This is an optimization exercise on Yosys and OpenROAD, whose aim is small area and a short achievable clock period, not a production implementation.
The RTL was checked by simulation tests, not by an equivalence proof against the original design.

## flow/design.v (module list and top-level ports; edited modules follow where they fit)
// module FAS: 4190 lines
module FAS (data_valid, data, clk, rst, fir_d, fir_valid, fft_valid, done, freq,
 fft_d1, fft_d2, fft_d3, fft_d4, fft_d5, fft_d6, fft_d7, fft_d8,
 fft_d9, fft_d10, fft_d11, fft_d12, fft_d13, fft_d14, fft_d15, fft_d0);
  // ...
==> flow/flow/run.sh <==
#!/bin/bash
set -euo pipefail
export SETUP_SLACK_MARGIN=12.9
export BUFFER_PORTS_ARGS="-buffer_cell sky130_fd_sc_hd__buf_1"
export PRE_IO_PLACEMENT_TCL=$PWD/flow/io.tcl
R=orfs/results/sky130hd/FAS/base
bash standard.sh synth > flow_synth.log 2>&1
cp $R/1_2_yosys.v yosys_netlist_orig.v
python3 flow/fixfa.py yosys_netlist_orig.v $R/1_2_yosys.v > fixfa.log 2>&1
bash standard.sh > flow_layout.log 2>&1
==> flow/flow/fixfa.py <==
#!/usr/bin/env python3
"""Remove inverters around full-adder and half-adder cells in a Yosys-mapped sky130 netlist.

A full adder is self-dual: FA(~a,~b,~c) = (~sum, ~cout). extract_fa leaves many inverters on the
inputs and outputs of the sky130 fa/ha cells it places. This chooses, for each fa cell, whether it
computes on the true or the complemented signals, lets xor2/xnor2 cells swap, and rebuilds each
ha cell as an xor2/xnor2 plus a two-input gate that takes its inputs in whatever polarity is at
hand, so that as few inverters as possible remain; then it rewrites the netlist. Flip-flops and
every other cell keep their inputs' logic values. Nets that are ports, and their inverter
families, are left as they are.

usage: fixfa.py in.v out.v
"""
import re, sys, random, math
from collections import defaultdict

OUTPINS = {'X', 'Y', 'Q', 'Q_N', 'SUM', 'COUT', 'HI', 'LO'}
INV_AREA = 3.75
src = open(sys.argv[1]).read()
m = re.search(r'^module\s+(\w+)\s*\((.*?)\);', src, re.S | re.M)
body_start = m.end()
endm = src.rindex('endmodule')
body = src[body_start:endm]
cell_re = re.compile(r'^\s*(sky130_fd_sc_hd__\w+)\s+(\S+)\s*\((.*?)\);\s*$', re.S | re.M)
pin_re = re.compile(r'\.(\w+)\(\s*(.*?)\s*\)(?=\s*,|\s*$)', re.S)
cells = []
for cm in cell_re.finditer(body):
    cells.append([cm.group(1), cm.group(2), [(p, n.strip()) for p, n in pin_re.findall(cm.group(3))]])
rest = cell_re.sub('', body)
if re.search(r'\bassign\b', rest):
    sys.stderr.write('fixfa: netlist has assign statements; leaving it unchanged\n')
    open(sys.argv[2], 'w').write(src); sys.exit(0)
port_decl = set(d.group(5) for d in re.finditer(r'^\s*(input|output|inout)\s+(\[(\d+):(\d+)\]\s*)?(\S+?)\s*;', rest, re.M))
is_port_net = lambda n: n.split('[')[0].strip() in port_decl
isinv = lambda t: re.match(r'sky130_fd_sc_hd__(clk)?inv_\d+$', t) is not None
isfa = lambda t: re.match(r'sky130_fd_sc_hd__fa_\d+$', t) is not None
isha = lambda t: re.match(r'sky130_fd_sc_hd__ha_\d+$', t) is not None
SWAP = {'sky130_fd_sc_hd__xor2_1': 'sky130_fd_sc_hd__xnor2_1', 'sky130_fd_sc_hd__xnor2_1': 'sky130_fd_sc_hd__xor2_1'}

driver = {}
for ci, (t, name, pins) in enumerate(cells):
    for p, n in pins:
        if p in OUTPINS: driver[n] = (ci, p)
_root = {}
def root(n):
    if n in _root: return _root[n]
    n0 = n; par = 0; seen = 0
    while n in driver and isinv(cells[driver[n][0]][0]) and seen < 50:
        n = dict(cells[driver[n][0]][2])['A']; par ^= 1; seen += 1
    _root[n0] = (n, par); return n, par
fam_nets = defaultdict(set)
for ci, (t, name, pins) in enumerate(cells):
    for p, n in pins:
        fam_nets[root(n)[0]].add(n)
frozen = set(r for r, ns in fam_nets.items() if any(is_port_net(n) for n in ns) or r not in driver)

# variables: ('F',ci) full adder flip; ('X',ci) xor/xnor swap; ('S',ci) / ('C',ci) soft half adder
# output polarities. A cell is movable only if none of its nets is frozen.
def cell_roots(ci):
    return [root(n)[0] for p, n in cells[ci][2]]
movable_fa = set(); softha = set(); swapc = set()
for ci, (t, name, pins) in enumerate(cells):
    if any(r in frozen for r in cell_roots(ci)): continue
    if isfa(t): movable_fa.add(ci)
    elif isha(t): softha.add(ci)
    elif t in SWAP: swapc.add(ci)
flip = defaultdict(int)
# consumers per root with required parity (excluding removed inverters and soft-HA inputs)
cons = defaultdict(list)
ha_in = defaultdict(list)   # root -> list of (ha ci, pin, par)
for ci, (t, name, pins) in enumerate(cells):
    if isinv(t) and root(dict(pins)['A'])[0] not in frozen: continue
    for p, n in pins:
        if p in OUTPINS: continue
        r, par = root(n)
        if r in frozen: continue
        if ci in softha: ha_in[r].append((ci, p, par)); continue
        cons[r].append((ci, p, par))
def drvvar(r):
    ci, p = driver[r]
    if ci in movable_fa: return ('F', ci)
    if ci in swapc: return ('X', ci)
    if ci in softha: return ('S', ci) if p == 'SUM' else ('C', ci)
    return None
dv = {r: drvvar(r) for r in set(cons) | set(ha_in) if r in driver}
def native(r):
    v = dv.get(r)
    return flip[v] if v is not None else 0
def req(ci, par):
    return par ^ (flip[('F', ci)] if ci in movable_fa else 0)
def rcost(r):
    nat = native(r)
    return INV_AREA if any(req(ci, par) != nat for ci, p, par in cons.get(r, ())) else 0.0
ha_pins = {}
for ci in softha:
    d = dict(cells[ci][2])
    ha_pins[ci] = (root(d['A']), root(d['B']))
def ha_pol(ci):
    (ra, qa), (rb, qb) = ha_pins[ci]
    return native(ra) ^ qa, native(rb) ^ qb
def hcost(ci):
    pa, pb = ha_pol(ci); pc = flip[('C', ci)]
    if pa == 0 and pb == 0 and pc == 0 and flip[('S', ci)] == 0: return 12.51   # keep the ha cell
    if pa == pb: return 8.76 + (3.75 if pc != pa else 6.26)
    return 8.76 + 6.26
# which roots / HAs each variable touches
touch_r = defaultdict(set); touch_h = defaultdict(set)
for ci in movable_fa:
    v = ('F', ci)
    for r in cell_roots(ci): touch_r[v].add(r)
for r, v in dv.items():
    if v is None: continue
    touch_r[v].add(r)
    for (h, p, par) in ha_in.get(r, ()): touch_h[v].add(h)
for ci in softha: touch_h[('C', ci)].add(ci); touch_h[('S', ci)].add(ci)
for v in list(touch_r):
    if v[0] == 'F':
        for r in touch_r[v]:
            if dv.get(r) == v:
                for (h, p, par) in ha_in.get(r, ()): touch_h[v].add(h)
allvars = sorted(set(touch_r) | set(touch_h))
def local(v): return sum(rcost(r) for r in touch_r[v]) + sum(hcost(h) for h in touch_h[v])
def total(): return sum(rcost(r) for r in cons) + sum(hcost(h) for h in softha)
t0 = total()
def optimize(seed, sweeps=150):
    random.seed(seed)
    for v in allvars: flip[v] = 0
    cur = total(); best = (cur, {v: 0 for v in allvars})
    order = list(allvars)
    for sw in range(sweeps):
        T = 2.0 * (1 - sw / sweeps) + 0.04
        random.shuffle(order)
        for v in order:
            b = local(v); flip[v] ^= 1; d = local(v) - b
            if d <= 0 or random.random() < math.exp(-d / T): cur += d
            else: flip[v] ^= 1
        if cur < best[0] - 1e-9: best = (cur, {v: flip[v] for v in allvars})
    return best
best = None
for seed in range(3):
    c, fl = optimize(seed)
    if best is None or c < best[0]: best = (c, fl)
for v, x in best[1].items(): flip[v] = x
sys.stderr.write(f'fixfa: {len(movable_fa)} full adders, {len(softha)} half adders, {len(swapc)} xor/xnor movable; '
                 f'inverter+half-adder-gate area {t0:.0f} -> {total():.0f}\n')

# rebuild
esc = lambda n: n + ' ' if n.startswith('\\') and not n.endswith(' ') else n
newnets = []; cnt = [0]
def newnet():
    cnt[0] += 1; n = f'_fixfa_n{cnt[0]}_'; newnets.append(n); return n
phys = {}; addcells = []
for r in set(cons) | set(ha_in):
    if r not in driver: continue
    nat = native(r)
    phys[(r, nat)] = r if nat == 0 else newnet()
    need = set(req(ci, par) for ci, p, par in cons.get(r, ()))
    if (1 - nat) in need:
        out = r if nat == 1 else newnet()
        phys[(r, 1 - nat)] = out
        cnt[0] += 1
        addcells.append(['sky130_fd_sc_hd__inv_1', f'_fixfa_i{cnt[0]}_', [('A', phys[(r, nat)]), ('Y', out)]])
out_cells = []
for ci, (t, name, pins) in enumerate(cells):
    if isinv(t) and root(dict(pins)['A'])[0] not in frozen: continue
    if ci in softha:
        d = dict(pins)
        (ra, qa), (rb, qb) = ha_pins[ci]
        A = phys[(ra, native(ra))]; B = phys[(rb, native(rb))]
        pa, pb = ha_pol(ci)
        rs, rc = d['SUM'], d['COUT']
        S = phys.get((rs, native(rs)), rs); Cn = phys.get((rc, native(rc)), rc)
        if pa == 0 and pb == 0 and flip[('C', ci)] == 0 and flip[('S', ci)] == 0:
            out_cells.append([t, name, [('A', A), ('B', B), ('COUT', Cn), ('SUM', S)]]); continue
        if (pa ^ pb ^ flip[('S', ci)]) == 0: out_cells.append(['sky130_fd_sc_hd__xor2_1', name, [('A', A), ('B', B), ('X', S)]])
        else: out_cells.append(['sky130_fd_sc_hd__xnor2_1', name, [('A', A), ('B', B), ('Y', S)]])
        pc = flip[('C', ci)]; cn = name[:-1] + '_c_' if name.endswith('_') else name + '_c'
        if pa == 0 and pb == 0: g = ['sky130_fd_sc_hd__nand2_1', [('A', A), ('B', B), ('Y', Cn)]] if pc else ['sky130_fd_sc_hd__and2_1', [('A', A), ('B', B), ('X', Cn)]]
        elif pa == 1 and pb == 1: g = ['sky130_fd_sc_hd__or2_1', [('A', A), ('B', B), ('X', Cn)]] if pc else ['sky130_fd_sc_hd__nor2_1', [('A', A), ('B', B), ('Y', Cn)]]
        else:
            Tn, Cm = (A, B) if pa == 0 else (B, A)   # Tn true polarity, Cm complemented
            g = ['sky130_fd_sc_hd__nand2b_1', [('A_N', Cm), ('B', Tn), ('Y', Cn)]] if pc else ['sky130_fd_sc_hd__nor2b_1', [('A', Cm), ('B_N', Tn), ('Y', Cn)]]
        cnt[0] += 1
        out_cells.append([g[0], f'_fixfa_h{cnt[0]}_', g[1]])
        continue
    newpins = []
    for p, n in pins:
        if p in OUTPINS:
            if (n, native(n)) in phys: n = phys[(n, native(n))]
            newpins.append((p, n)); continue
        r, par = root(n)
        if r in frozen: newpins.append((p, n)); continue
        newpins.append((p, phys[(r, req(ci, par))]))
    if ci in swapc and flip[('X', ci)]:
        t = SWAP[t]; newpins = [({'X': 'Y', 'Y': 'X'}.get(p, p), n) for p, n in newpins]
    out_cells.append([t, name, newpins])
out_cells += addcells
lines = [src[:body_start], rest.rstrip('\n') + '\n']
for n in newnets: lines.append(f'  wire {n};\n')
for t, name, pins in out_cells:
    lines.append(f'  {t} {esc(name)} (\n' + ',\n'.join(f'    .{p}({esc(n)})' for p, n in pins) + '\n  );\n')
lines.append('endmodule\n')
open(sys.argv[2], 'w').write(''.join(lines))
sys.stderr.write(f'fixfa: inverters {sum(1 for c in cells if isinv(c[0]))} -> {sum(1 for c in out_cells if isinv(c[0]))}\n')
==> flow/flow/io.tcl <==
# Keep the 16 output pins that one bit of the output shift chain drives next to each other,
# in chain order, so that the chain's registers can sit together near their pins.
set_io_pin_constraint -group -order -pin_names {fft_d15[0] fft_d7[0] fft_d11[0] fft_d3[0] fft_d13[0] fft_d5[0] fft_d9[0] fft_d1[0] fft_d14[0] fft_d6[0] fft_d10[0] fft_d2[0] fft_d12[0] fft_d4[0] fft_d8[0] fft_d0[0]}
set_io_pin_constraint -group -order -pin_names {fft_d15[1] fft_d7[1] fft_d11[1] fft_d3[1] fft_d13[1] fft_d5[1] fft_d9[1] fft_d1[1] fft_d14[1] fft_d6[1] fft_d10[1] fft_d2[1] fft_d12[1] fft_d4[1] fft_d8[1] fft_d0[1]}
set_io_pin_constraint -group -order -pin_names {fft_d15[2] fft_d7[2] fft_d11[2] fft_d3[2] fft_d13[2] fft_d5[2] fft_d9[2] fft_d1[2] fft_d14[2] fft_d6[2] fft_d10[2] fft_d2[2] fft_d12[2] fft_d4[2] fft_d8[2] fft_d0[2]}
set_io_pin_constraint -group -order -pin_names {fft_d15[3] fft_d7[3] fft_d11[3] fft_d3[3] fft_d13[3] fft_d5[3] fft_d9[3] fft_d1[3] fft_d14[3] fft_d6[3] fft_d10[3] fft_d2[3] fft_d12[3] fft_d4[3] fft_d8[3] fft_d0[3]}
set_io_pin_constraint -group -order -pin_names {fft_d15[4] fft_d7[4] fft_d11[4] fft_d3[4] fft_d13[4] fft_d5[4] fft_d9[4] fft_d1[4] fft_d14[4] fft_d6[4] fft_d10[4] fft_d2[4] fft_d12[4] fft_d4[4] fft_d8[4] fft_d0[4]}
set_io_pin_constraint -group -order -pin_names {fft_d15[5] fft_d7[5] fft_d11[5] fft_d3[5] fft_d13[5] fft_d5[5] fft_d9[5] fft_d1[5] fft_d14[5] fft_d6[5] fft_d10[5] fft_d2[5] fft_d12[5] fft_d4[5] fft_d8[5] fft_d0[5]}
set_io_pin_constraint -group -order -pin_names {fft_d15[6] fft_d7[6] fft_d11[6] fft_d3[6] fft_d13[6] fft_d5[6] fft_d9[6] fft_d1[6] fft_d14[6] fft_d6[6] fft_d10[6] fft_d2[6] fft_d12[6] fft_d4[6] fft_d8[6] fft_d0[6]}
set_io_pin_constraint -group -order -pin_names {fft_d15[7] fft_d7[7] fft_d11[7] fft_d3[7] fft_d13[7] fft_d5[7] fft_d9[7] fft_d1[7] fft_d14[7] fft_d6[7] fft_d10[7] fft_d2[7] fft_d12[7] fft_d4[7] fft_d8[7] fft_d0[7]}
set_io_pin_constraint -group -order -pin_names {fft_d15[8] fft_d7[8] fft_d11[8] fft_d3[8] fft_d13[8] fft_d5[8] fft_d9[8] fft_d1[8] fft_d14[8] fft_d6[8] fft_d10[8] fft_d2[8] fft_d12[8] fft_d4[8] fft_d8[8] fft_d0[8]}
set_io_pin_constraint -group -order -pin_names {fft_d15[9] fft_d7[9] fft_d11[9] fft_d3[9] fft_d13[9] fft_d5[9] fft_d9[9] fft_d1[9] fft_d14[9] fft_d6[9] fft_d10[9] fft_d2[9] fft_d12[9] fft_d4[9] fft_d8[9] fft_d0[9]}
set_io_pin_constraint -group -order -pin_names {fft_d15[10] fft_d7[10] fft_d11[10] fft_d3[10] fft_d13[10] fft_d5[10] fft_d9[10] fft_d1[10] fft_d14[10] fft_d6[10] fft_d10[10] fft_d2[10] fft_d12[10] fft_d4[10] fft_d8[10] fft_d0[10]}
set_io_pin_constraint -group -order -pin_names {fft_d15[11] fft_d7[11] fft_d11[11] fft_d3[11] fft_d13[11] fft_d5[11] fft_d9[11] fft_d1[11] fft_d14[11] fft_d6[11] fft_d10[11] fft_d2[11] fft_d12[11] fft_d4[11] fft_d8[11] fft_d0[11]}
set_io_pin_constraint -group -order -pin_names {fft_d15[12] fft_d7[12] fft_d11[12] fft_d3[12] fft_d13[12] fft_d5[12] fft_d9[12] fft_d1[12] fft_d14[12] fft_d6[12] fft_d10[12] fft_d2[12] fft_d12[12] fft_d4[12] fft_d8[12] fft_d0[12]}
set_io_pin_constraint -group -order -pin_names {fft_d15[13] fft_d7[13] fft_d11[13] fft_d3[13] fft_d13[13] fft_d5[13] fft_d9[13] fft_d1[13] fft_d14[13] fft_d6[13] fft_d10[13] fft_d2[13] fft_d12[13] fft_d4[13] fft_d8[13] fft_d0[13]}
set_io_pin_constraint -group -order -pin_names {fft_d15[14] fft_d7[14] fft_d11[14] fft_d3[14] fft_d13[14] fft_d5[14] fft_d9[14] fft_d1[14] fft_d14[14] fft_d6[14] fft_d10[14] fft_d2[14] fft_d12[14] fft_d4[14] fft_d8[14] fft_d0[14]}
set_io_pin_constraint -group -order -pin_names {fft_d15[15] fft_d7[15] fft_d11[15] fft_d3[15] fft_d13[15] fft_d5[15] fft_d9[15] fft_d1[15] fft_d14[15] fft_d6[15] fft_d10[15] fft_d2[15] fft_d12[15] fft_d4[15] fft_d8[15] fft_d0[15]}
set_io_pin_constraint -group -order -pin_names {fft_d15[16] fft_d7[16] fft_d11[16] fft_d3[16] fft_d13[16] fft_d5[16] fft_d9[16] fft_d1[16] fft_d14[16] fft_d6[16] fft_d10[16] fft_d2[16] fft_d12[16] fft_d4[16] fft_d8[16] fft_d0[16]}
set_io_pin_constraint -group -order -pin_names {fft_d15[17] fft_d7[17] fft_d11[17] fft_d3[17] fft_d13[17] fft_d5[17] fft_d9[17] fft_d1[17] fft_d14[17] fft_d6[17] fft_d10[17] fft_d2[17] fft_d12[17] fft_d4[17] fft_d8[17] fft_d0[17]}
set_io_pin_constraint -group -order -pin_names {fft_d15[18] fft_d7[18] fft_d11[18] fft_d3[18] fft_d13[18] fft_d5[18] fft_d9[18] fft_d1[18] fft_d14[18] fft_d6[18] fft_d10[18] fft_d2[18] fft_d12[18] fft_d4[18] fft_d8[18] fft_d0[18]}
set_io_pin_constraint -group -order -pin_names {fft_d15[19] fft_d7[19] fft_d11[19] fft_d3[19] fft_d13[19] fft_d5[19] fft_d9[19] fft_d1[19] fft_d14[19] fft_d6[19] fft_d10[19] fft_d2[19] fft_d12[19] fft_d4[19] fft_d8[19] fft_d0[19]}
set_io_pin_constraint -group -order -pin_names {fft_d15[20] fft_d7[20] fft_d11[20] fft_d3[20] fft_d13[20] fft_d5[20] fft_d9[20] fft_d1[20] fft_d14[20] fft_d6[20] fft_d10[20] fft_d2[20] fft_d12[20] fft_d4[20] fft_d8[20] fft_d0[20]}
set_io_pin_constraint -group -order -pin_names {fft_d15[21] fft_d7[21] fft_d11[21] fft_d3[21] fft_d13[21] fft_d5[21] fft_d9[21] fft_d1[21] fft_d14[21] fft_d6[21] fft_d10[21] fft_d2[21] fft_d12[21] fft_d4[21] fft_d8[21] fft_d0[21]}
set_io_pin_constraint -group -order -pin_names {fft_d15[22] fft_d7[22] fft_d11[22] fft_d3[22] fft_d13[22] fft_d5[22] fft_d9[22] fft_d1[22] fft_d14[22] fft_d6[22] fft_d10[22] fft_d2[22] fft_d12[22] fft_d4[22] fft_d8[22] fft_d0[22]}
set_io_pin_constraint -group -order -pin_names {fft_d15[23] fft_d7[23] fft_d11[23] fft_d3[23] fft_d13[23] fft_d5[23] fft_d9[23] fft_d1[23] fft_d14[23] fft_d6[23] fft_d10[23] fft_d2[23] fft_d12[23] fft_d4[23] fft_d8[23] fft_d0[23]}
set_io_pin_constraint -group -order -pin_names {fft_d15[24] fft_d7[24] fft_d11[24] fft_d3[24] fft_d13[24] fft_d5[24] fft_d9[24] fft_d1[24] fft_d14[24] fft_d6[24] fft_d10[24] fft_d2[24] fft_d12[24] fft_d4[24] fft_d8[24] fft_d0[24]}
set_io_pin_constraint -group -order -pin_names {fft_d15[25] fft_d7[25] fft_d11[25] fft_d3[25] fft_d13[25] fft_d5[25] fft_d9[25] fft_d1[25] fft_d14[25] fft_d6[25] fft_d10[25] fft_d2[25] fft_d12[25] fft_d4[25] fft_d8[25] fft_d0[25]}
set_io_pin_constraint -group -order -pin_names {fft_d15[26] fft_d7[26] fft_d11[26] fft_d3[26] fft_d13[26] fft_d5[26] fft_d9[26] fft_d1[26] fft_d14[26] fft_d6[26] fft_d10[26] fft_d2[26] fft_d12[26] fft_d4[26] fft_d8[26] fft_d0[26]}
set_io_pin_constraint -group -order -pin_names {fft_d15[27] fft_d7[27] fft_d11[27] fft_d3[27] fft_d13[27] fft_d5[27] fft_d9[27] fft_d1[27] fft_d14[27] fft_d6[27] fft_d10[27] fft_d2[27] fft_d12[27] fft_d4[27] fft_d8[27] fft_d0[27]}
set_io_pin_constraint -group -order -pin_names {fft_d15[28] fft_d7[28] fft_d11[28] fft_d3[28] fft_d13[28] fft_d5[28] fft_d9[28] fft_d1[28] fft_d14[28] fft_d6[28] fft_d10[28] fft_d2[28] fft_d12[28] fft_d4[28] fft_d8[28] fft_d0[28]}
set_io_pin_constraint -group -order -pin_names {fft_d15[29] fft_d7[29] fft_d11[29] fft_d3[29] fft_d13[29] fft_d5[29] fft_d9[29] fft_d1[29] fft_d14[29] fft_d6[29] fft_d10[29] fft_d2[29] fft_d12[29] fft_d4[29] fft_d8[29] fft_d0[29]}
set_io_pin_constraint -group -order -pin_names {fft_d15[30] fft_d7[30] fft_d11[30] fft_d3[30] fft_d13[30] fft_d5[30] fft_d9[30] fft_d1[30] fft_d14[30] fft_d6[30] fft_d10[30] fft_d2[30] fft_d12[30] fft_d4[30] fft_d8[30] fft_d0[30]}
set_io_pin_constraint -group -order -pin_names {fft_d15[31] fft_d7[31] fft_d11[31] fft_d3[31] fft_d13[31] fft_d5[31] fft_d9[31] fft_d1[31] fft_d14[31] fft_d6[31] fft_d10[31] fft_d2[31] fft_d12[31] fft_d4[31] fft_d8[31] fft_d0[31]}
==> flow/standard.sh <==
#!/bin/bash
# synth_recipe.tcl (not shown) runs the flow's synth.tcl, then flattens the netlist and writes it again
# the make line also repeats each setting of config.mk as NAME=value (left out here)
make -C /OpenROAD-flow-scripts/flow DESIGN_CONFIG=/design/flow/config.mk WORK_HOME=/design/flow/orfs CLKGATE_MAP_FILE= SYNTH_SCRIPT=/design/flow/synth_recipe.tcl "${@:-finish}"
==> flow/config.mk <==
export PLATFORM = sky130hd
export DESIGN_NAME = FAS
export DESIGN_NICKNAME = FAS
export VERILOG_FILES = /design/flow/design.v
export SDC_FILE = /design/flow/constraint.sdc
export NUM_CORES = 8
export LEC_CHECK = 0
export CAP_MARGIN = 20
export CORE_MARGIN = 2
export CORE_UTILIZATION = 40
export CTS_CLUSTER_DIAMETER = 150
export CTS_CLUSTER_SIZE = 20
export SLEW_MARGIN = 20
==> flow/constraint.sdc <==
create_clock -name core_clock -period 18.0 [get_ports {clk}]
set_input_delay 3.6000 -clock core_clock [delete_from_list [all_inputs] [get_ports {clk}]]
set_output_delay 3.6000 -clock core_clock [all_outputs]
set_load 0.01 [all_outputs]
==> flow_metrics.py, run 1 <==
metrics = {
    "global_route": {
        "top_usage_layer": "met2",
    },
    "final_layout": {
        "final_design_area_no_fill_um2": 144000,
        "nonClkBufAreaFrac": 0.0168,
        "ff_latch_area_um2": 49600,
        "syn2layout_area_growth_pct": 8.15,
        "nets": 14700,
        "largest_class": "multi-input gates",
        "seq_share": 0.345,
        "nFillCells": 31300,
        "final_cell_mix": "dfxtp_1 (2361), fa_1 (1623), inv_1 (954)",
        "nClkBuffers": 166,
        "largest_register_ffs": 512,
    },
    "route": {
        "met3WireLength_um": 21300,
        "drtIter0Drc": 6107,
        "wl_met2_um": 170000,
        "avgViaCountPerCell": 5.07,
    },
    "worst_setup_path": {
        "cp.required_ns": 14.40,
        "r2r_setup_slack_ns": 13.15,
        "crit_chain": "buf_2",
        "crit_family": "flip-flops",
    },
    "hold_path": {
        "min_path_type": "reg2reg",
        "holdPathStages": 0,
    },
    "timing": {
        "setup_viol": 0,
        "fmax_ghz": 0.199,
        "holdWs_ns": 0.273,
        "tightest_slew_ns": 1.03,
        "fin_crit_sh": 0.280,
    },
    "clocking": {
        "path_clk_slew_ns": 0.09,
        "cts_sinks": 2449,
        "cts_tree": "yes",
    },
    "die": {
        "core_area_um2": 331000,
        "dieArea_um2": 337000,
        "rows": 211,
    },
    "placed_design": {
        "dpl.hpwl_um": 294000,
        "gp_congestion": 0.960,
        "pre_cts_ws_ns": 12.54,
    },
    "job": {
        "drv_cap": 0,
    },
    "logic_synthesis": {
        "avgSynthCellArea_um2": 11.1,
        "yosys_warnings": 4,
    },
    "outcome": {
        "outcome": "timing/DRC/antenna clean",
    },
}
==> run 2: changes to the inputs <==
--- a/flow/config.mk
+++ b/flow/config.mk
@@ -10,4 +10,5 @@
 export CORE_UTILIZATION = 40
 export CTS_CLUSTER_DIAMETER = 150
 export CTS_CLUSTER_SIZE = 20
+export PLACE_DENSITY = 0.75
 export SLEW_MARGIN = 20
==> run 2 against run 1 <==
  * Register-to-register slack lost 0.05 ns
  * Routed wire length down 7.1%
  * Clock-buffer cell count unchanged
  * Cell count decreased by 0.15%
  * Critical endpoint is now fft_d7[13]
  * Flip-flop and latch count did not move
  * Utilization is essentially flat
  * Synthesized cell count stayed put
==> flow_metrics.py, run 2 <==
metrics = {
    "placed_design": {
        "dpl.hpwl_um": 271000,
        "gp_congestion": 0.975,
        "placed_cell_area_um2": 140000,
        "port_buffers": 521,
    },
    "die": {
        "core_area_um2": 331000,
        "die_w_um": 581,
        "io_pins": 554,
        "chipHeight_um": 581,
        "rows": 211,
        "start_util": 0.402,
        "dieArea_um2": 337000,
    },
    "clocking": {
        "cts_buffers": 147,
        "path_clk_slew_ns": 0.08,
        "cts_sinks": 2449,
        "clk_latency_ns": 0.90,
        "ctsHtreeMaxLevel": 4,
        "clockBufferDepth": 4,
        "cts_tree": "yes",
        "root_buffer": "clkbuf_16",
        "cts_hold_buf": 0,
    },
    "job": {
        "drv_cap": 0,
    },
    "logic_synthesis": {
        "avgSynthCellArea_um2": 11.1,
        "mappedNetlistArea_um2": 133000,
        "yosys_warnings": 4,
        "synthCells": 12000,
    },
    "timing": {
        "min_period_ns": 5.03,
        "clock-skew-final_ns": 0.0605,
        "hold_viol": 0,
        "tightest_slew_ns": 1.15,
        "tns_ns": 0,
        "rsz0062_at_grt": "no",
        "slew_violations": 0,
        "setup_viol": 0,
        "max-slew-margin-rel": 0.228,
        "fmax_ghz": 0.199,
        "fin_crit_sh": 0.279,
    },
    "worst_setup_path": {
        "startpoint_type": "register",
        "max_stage_delay_ns": 0.34,
        "crit_arrival_ns": 1.43,
        "crit_slowest_cell": "dfxtp_1",
        "critPathCaptureType": "output pin",
        "criticalPathCategory": "reg2out",
        "crit_buf_inv": 1,
        "crit_chain": "buf_1",
        "cp_max_fo": 2,
        "crit_family": "flip-flops",
        "cp.required_ns": 14.40,
    },
    "final_layout": {
        "final_design_area_no_fill_um2": 144000,
        "final_common_cell": "dfxtp_1",
        "regMostFlops": "x",
        "final_cell_mix": "dfxtp_1 (2363), fa_1 (1626), inv_1 (956)",
        "largest_register_ffs": 512,
        "drive_gt1_frac": 0.0490,
        "nets": 14700,
        "syn2layout_area_growth_pct": 8.15,
        "largestRegisters": "x x512, ch x480, d1 x136",
    },
    "route": {
        "final_antenna_net_count": 0,
        "avgViaCountPerCell": 5.12,
        "routed_wl_um": 334000,
        "drcViolationCount": 0,
        "wl_per_cell_um": 19.8,
        "num_vias": 86300,
        "drtPass1Iterations": 9,
        "drtIter0Drc": 6444,
    },
    "global_route": {
        "grt_use_total": 0.196,
        "grt_first_pass_wirelength_um": 515000,
        "grt_pass1_vias": 87500,
        "antenna_found_initial": 14,
        "grt_max_degree": 78,
        "overflow": 0,
    },
    "hold_path": {
        "min_path_type": "reg2reg",
    },
    "outcome": {
        "outcome": "timing/DRC/antenna clean",
    },
}
run 2: cell count changes in the layout (fill, tap and decap cells not counted), sizes merged:
cell | before | now
clkinvlp | 5 | 3
bufinv | 0 | 1
buf | 578 | 573
clkinv | 6 | 5
inv | 961 | 967
diode | 35 | 11
run 2: final timing paths:
kind                       slack (ns)               from  cells after the start                 end
min                              0.30  d1[6][15]$_DFF_P_                      0   d1[7][15]$_DFF_P_
max in group asynchronous       14.88                rst                      2  cnt[0]$_DFFE_PP0P_
min reg2reg                      0.30  d1[6][15]$_DFF_P_                      0   d1[7][15]$_DFF_P_
max                             12.97  ch[1][13]$_DFF_P_                      1          fft_d7[13]
min in group asynchronous        2.74                rst                      2  cnt[5]$_DFFE_PP0P_
max reg2reg                     13.10     mi[14]$_DFF_P_                     17     sCr[24]$_DFF_P_
run 2: through the flow:
step	utilization	instances	hold slack (ns)	worst slack [ns]
after floorplan	-	12000	0.310	13.31
after global placement	0.422	16600	0.310	12.42
after detailed placement	0.422	16600	0.312	12.55
after CTS	0.435	16800	0.300	12.90
after global routing	0.435	16800	0.314	12.85
final	0.435	16800	0.303	12.97
run 2: area by class of cell:
class                   instances  area [um^2]
diodes                         11         27.5
clock buffers                 166         3790
clock inverters                16          248
fillers                     30500       187000
inverters                     959         3610
multi-input cells            8296        78800
flip-flops and latches       2449        49600
well taps                    4366         5460
repair buffers                574         2380
repair inverters                1         5.00
run 2: repair_timing:
action	in CTS	in global routing
buffers inserted	0	5
gates resized for setup	20	40
endpoints found under the hold margin	0	0
endpoints found under the setup margin	27	41
gates cloned	0	1
pin swaps	0	8
run 2: layer usage:
metal | GRT usage | vias up | routed length [um]
met5 | 0 | - | 41
met2 | 0.328 | 3090 | 159000
li1 | - | 40200 | -
met4 | 0.0841 | 6 | 16000
met3 | 0.0390 | 737 | 24100
met1 | 0.246 | 42200 | 135000
==> run 3: changes to the inputs <==
--- a/flow/config.mk
+++ b/flow/config.mk
@@ -10,5 +10,4 @@
 export CORE_UTILIZATION = 40
 export CTS_CLUSTER_DIAMETER = 150
 export CTS_CLUSTER_SIZE = 20
-export PLACE_DENSITY = 0.75
 export SLEW_MARGIN = 20
==> run 3 against run 2 <==
  * Still clean
  * Register-to-register slack barely moved
  * Maximum frequency is essentially flat
  * Sequential share of layout area barely moved
  * Utilization is essentially flat
  * Die area stayed put
  * Final area increased by 0.11%
  * Largest cell class unchanged
  * Highest routed layer unchanged
==> flow_metrics.py, run 3 <==
metrics = {
    "outcome": {
        "outcome": "timing/DRC/antenna clean",
    },
    "logic_synthesis": {
        "mappedNetlistArea_um2": 133000,
        "avgSynthCellArea_um2": 11.1,
        "synthCells": 12000,
        "yosys_warnings": 4,
    },
    "placed_design": {
        "dpl.hpwl_um": 294000,
        "gp_congestion": 0.967,
        "dp.cells": 16600,
        "port_buffers": 521,
        "pre_cts_ws_ns": 12.58,
    },
    "final_layout": {
        "drive_gt1_frac": 0.0502,
        "nets": 14700,
        "nFillCells": 31300,
        "final_common_cell": "dfxtp_1",
        "largestRegisters": "x x512, ch x480, d1 x136",
        "final_cell_mix": "dfxtp_1 (2356), fa_1 (1626), inv_1 (954)",
        "largest_register_ffs": 512,
        "syn2layout_area_growth_pct": 8.28,
        "regMostFlops": "x",
        "final_cells": 16900,
        "multiInputGateArea_um2": 78800,
        "ff_latch_area_um2": 49700,
    },
    "worst_setup_path": {
        "cp.required_ns": 14.40,
        "r2r_end": "sDi[24]$_DFF_P_",
        "max_stage_delay_ns": 0.35,
        "crit_slowest_cell": "dfxtp_1",
        "critPathCaptureType": "output pin",
        "criticalPathCategory": "reg2out",
        "crit_chain": "buf_1",
        "startpoint_type": "register",
        "crit_buf_inv": 1,
        "cp.depth": 1,
        "crit_arrival_ns": 1.43,
        "r2r.worst_path.cells": 17,
        "r2r_setup_slack_ns": 13.09,
        "r2r-start": "mi[12]$_DFF_P_",
        "cp_max_fo": 2,
        "crit_path_end": "fft_d15[17]",
        "crit_family": "flip-flops",
        "startpoint": "ch[0][17]$_DFF_P_",
    },
    "die": {
        "start_util": 0.402,
        "dieArea_um2": 337000,
        "core_area_um2": 331000,
        "die_w_um": 581,
        "io_pins": 554,
        "rows": 211,
        "chipHeight_um": 581,
    },
    "global_route": {
        "grt_first_pass_wirelength_um": 543000,
        "overflow": 0,
        "grt_pass1_vias": 87300,
        "grt_use_total": 0.211,
        "grt_max_degree": 134,
        "antenna_found_initial": 28,
    },
    "timing": {
        "fmax_ghz": 0.199,
        "max-slew-margin-rel": 0.227,
        "rsz0062_at_grt": "yes",
        "fin_ws_ns": 12.97,
        "slew_violations": 0,
        "holdWs_ns": 0.291,
        "fin_crit_sh": 0.279,
        "tns_ns": 0,
        "min_period_ns": 5.03,
        "setup_viol": 0,
        "clock-skew-final_ns": 0.0589,
        "hold_viol": 0,
        "tightest_slew_ns": 1.13,
    },
    "clocking": {
        "root_buffer": "clkbuf_16",
        "ctsHtreeMaxLevel": 4,
        "clk_latency_ns": 0.89,
        "cts_buffers": 146,
        "cts_tree": "yes",
        "path_clk_slew_ns": 0.09,
        "clockBufferDepth": 4,
        "cts_sinks": 2449,
    },
    "hold_path": {
        "min_path_type": "reg2reg",
        "min_from": "sEi[9]$_DFF_P_",
    },
    "route": {
        "wl_per_cell_um": 21.2,
        "drtPass1Iterations": 6,
        "num_vias": 85400,
        "drtIter0Drc": 5703,
        "final_antenna_net_count": 0,
        "avgViaCountPerCell": 5.06,
        "routed_wl_um": 358000,
        "drcViolationCount": 0,
    },
    "job": {
        "drv_cap": 0,
    },
}
[run 3: worst min-delay path by stage]
| stage | endpoint | slack (ns) | cells past startpoint |
|---|---|---|---|
| after floorplan | d1[1][0]$_DFF_P_ | 0.31 | 0 |
| after global placement | d1[3][9]$_DFF_P_ | 0.31 | 0 |
| after detailed placement | d1[7][7]$_DFF_P_ | 0.31 | 0 |
| after CTS | sFi[9]$_DFF_P_ | 0.28 | 0 |
| after global routing | x[25][6]$_DFF_P_ | 0.30 | 0 |
| final | sFi[9]$_DFF_P_ | 0.29 | 0 |
[run 3: per-layer routing]
metal,routed length [um],global-route usage
met5,62,0
met4,17200,0.0882
met3,20300,0.0297
met2,171000,0.356
met1,150000,0.272
[run 3: cell type report]
type,count,area share
Antenna cell,37,0.000642
Inverter,959,0.0251
Timing Repair Buffer,587,0.0173
Multi-Input combinational cell,8296,0.547
Clock inverter,12,0.00136
Tap cell,4366,0.0379
Sequential cell,2449,0.344
Timing Repair inverter,1,0.0000347
Clock buffer,167,0.0265
[run 3: timing repair]
action / CTS / global route
pin swaps: 0 / 9
hold buffers: 0 / 0
buffers inserted: 0 / 11
cloned: 0 / 1
setup endpoints to repair: 24 / 33
hold endpoints to repair: 0 / 0
gates resized for setup: 27 / 41
[run 3: through the flow]
step                       util  instance area (um^2)
after detailed placement  0.423                140000
after CTS                 0.435                144000
after floorplan               -                133000
after global placement    0.423                140000
final                     0.436                144000
after global routing      0.436                144000
==> run 4: changes to the inputs <==
--- a/flow/config.mk
+++ b/flow/config.mk
@@ -7,7 +7,7 @@
 export LEC_CHECK = 0
 export CAP_MARGIN = 20
 export CORE_MARGIN = 2
-export CORE_UTILIZATION = 40
+export CORE_UTILIZATION = 50
 export CTS_CLUSTER_DIAMETER = 150
 export CTS_CLUSTER_SIZE = 20
 export SLEW_MARGIN = 20
==> run 4 against run 3 <==
  * Synthesized cell count is the same
  * First-iteration DRC count rose by 2.9%
  * Worst hold slack improved by 0.0091 ns
  * Utilization rose by 10 points
  * Routed wire length rose by 3.8%
  * Clock-buffer cell count up 2
  * Flip-flop and latch count is the same
  * Register-to-register slack worse by 0.03 ns
  * Maximum frequency shrank 0.28%
==> flow_metrics.py, run 4 <==
metrics = {
    "global_route": {
        "grt_pass1_vias": 90200,
        "top_usage_layer": "met2",
        "use_met1": 0.367,
        "overflow": 0,
        "antenna_found_initial": 26,
        "grt_max_degree": 140,
        "grt_first_pass_wirelength_um": 564000,
        "met2_usage": 0.454,
        "grt_use_total": 0.276,
        "grt_use_met3": 0.0415,
    },
    "worst_setup_path": {
        "r2r-start": "mi[12]$_DFF_P_",
        "crit_family": "flip-flops",
        "crit_arrival_ns": 1.44,
        "criticalPathCategory": "reg2out",
        "cp_max_fo": 1,
        "crit_buf_inv": 1,
        "max_stage_delay_ns": 0.42,
        "crit_slowest_cell": "dfxtp_4",
        "startpoint": "freq_r[3]$_DFF_P_",
        "critPathCaptureType": "output pin",
        "cp.required_ns": 14.40,
        "startpoint_type": "register",
        "crit_chain": "buf_2",
    },
    "final_layout": {
        "final_cell_mix": "dfxtp_1 (2355), fa_1 (1626), inv_1 (956)",
        "final_cells": 16000,
        "final_common_cell": "dfxtp_1",
        "syn2layout_area_growth_pct": 7.43,
        "fin_util": 0.540,
        "nets": 14700,
        "regMostFlops": "x",
        "nFillCells": 23300,
        "drive_gt1_frac": 0.0495,
        "largest_register_ffs": 512,
        "largestRegisters": "x x512, ch x480, d1 x136",
    },
    "hold_path": {
        "min_from": "sEi[12]$_DFF_P_",
        "min_path_type": "reg2reg",
    },
    "route": {
        "num_vias": 86600,
        "routed_wl_um": 372000,
        "wl_per_cell_um": 23.2,
        "avgViaCountPerCell": 5.40,
        "drcViolationCount": 0,
        "drtIter0Drc": 5871,
        "final_antenna_net_count": 0,
        "drtPass1Iterations": 27,
    },
    "timing": {
        "fin_crit_sh": 0.280,
        "tns_ns": 0,
        "setup_viol": 0,
        "min_period_ns": 5.04,
        "fmax_ghz": 0.198,
        "max-slew-margin-rel": 0.248,
        "tightest_slew_ns": 1.12,
        "slew_violations": 0,
        "clock-skew-final_ns": 0.0706,
        "rsz0062_at_grt": "no",
        "hold_viol": 0,
    },
    "job": {
        "drv_cap": 0,
    },
    "die": {
        "rows": 189,
        "start_util": 0.502,
        "die_w_um": 520,
        "dieArea_um2": 270000,
        "io_pins": 554,
        "chipHeight_um": 520,
        "core_area_um2": 265000,
    },
    "clocking": {
        "ctsHtreeMaxLevel": 4,
        "clk_latency_ns": 0.87,
        "cts_hold_buf": 0,
        "root_buffer": "clkbuf_16",
        "clockBufferDepth": 4,
        "cts_tree": "yes",
        "cts_buffers": 146,
        "cts_sinks": 2449,
        "path_clk_slew_ns": 0.09,
    },
    "placed_design": {
        "gp_congestion": 0.974,
        "dp.cells": 15800,
        "port_buffers": 521,
        "dpl.hpwl_um": 307000,
    },
    "logic_synthesis": {
        "yosys_warnings": 4,
        "avgSynthCellArea_um2": 11.1,
        "synthCells": 12000,
        "mappedNetlistArea_um2": 133000,
    },
    "outcome": {
        "outcome": "timing/DRC/antenna clean",
    },
}
## run 4: cell count changes in the layout (fill, tap and decap cells not counted), sizes merged
cell,previous run,this run
buf,587,580
bufinv,1,0
clkbuf,167,169
clkinvlp,5,4
diode,37,25
inv,963,966
## run 4: timing repair
| action | in CTS | in global routing |
|---|---|---|
| pin swaps | 0 | 6 |
| endpoints found under the setup margin | 25 | 32 |
| gates resized for setup | 44 | 27 |
| gates cloned | 0 | 1 |
| setup buffers | 0 | 5 |
## run 4: layer usage
metal	vias up	share of wire
li1	40200	-
met2	2622	0.47
met4	6	0.047
met3	610	0.056
met1	43200	0.43
met5	-	0.00012
## run 4: area by class of cell
class | instances | area [um^2] | area share
clock buffers | 169 | 3810 | 0.0267
repair buffers | 580 | 2470 | 0.0172
inverters | 959 | 3610 | 0.0252
flip-flops and latches | 2449 | 49700 | 0.347
repair inverters | 1 | 5.00 | 0.0000350
multi-input cells | 8296 | 78800 | 0.551
well taps | 3533 | 4420 | 0.0309
diodes | 25 | 62.6 | 0.000437
clock inverters | 13 | 179 | 0.00125
## run 4: through the flow
stage	worst slack [ns]	area [um^2]	hold slack [ns]
finish	12.96	143000	0.300
global route	12.87	143000	0.306
CTS	12.88	143000	0.303
detailed placement	12.58	139000	0.312
global placement	12.51	139000	0.310
floorplan	13.31	133000	0.310
## run 4: worst paths after layout
kind / endpoint / depth (start not counted) / slack (ns)
hold reg to reg: sFi[12]$_DFF_P_ / 0 / 0.30
max in group asynchronous: fir_v$_DFF_PP0_ / 2 / 14.67
min in group asynchronous: dv$_DFF_PP0_ / 2 / 2.83
setup / recovery: freq[3] / 1 / 12.96
setup reg to reg: sCr[24]$_DFF_P_ / 17 / 13.06
hold / removal: sFi[12]$_DFF_P_ / 0 / 0.30

[static timing again, ports no longer ideal]
The results above use ideal ports. As a check the final layouts listed here were re-extracted and re-timed, cells and wires unchanged. Step 1 assumes that a clkbuf_16 drives the clock port and a buf_2 every other input. Step 2 also shifts input and output timing later by t, the mid clock arrival at the registers, as if the neighbouring blocks saw the same clock. Three values: ideal ports, drivers, drivers and shift; two values: the first two.
run | t, ns | setup slack, ns | worst setup path at the end | slew at the worst register clock pin (ns)
run 1 | 0.963 | 12.965 / 12.854 / 13.153 | register to register | 0.10 / 0.10
run 2 | 0.972 | 12.974 / 12.868 / 13.099 | register to register | 0.10 / 0.10
run 3 | 0.964 | 12.973 / 12.868 / 13.087 | register to register | 0.10 / 0.10
run 4 | 0.943 | 12.959 / 12.855 / 13.063 | register to register | 0.10 / 0.10
After both steps setup and hold are still met in every run listed.
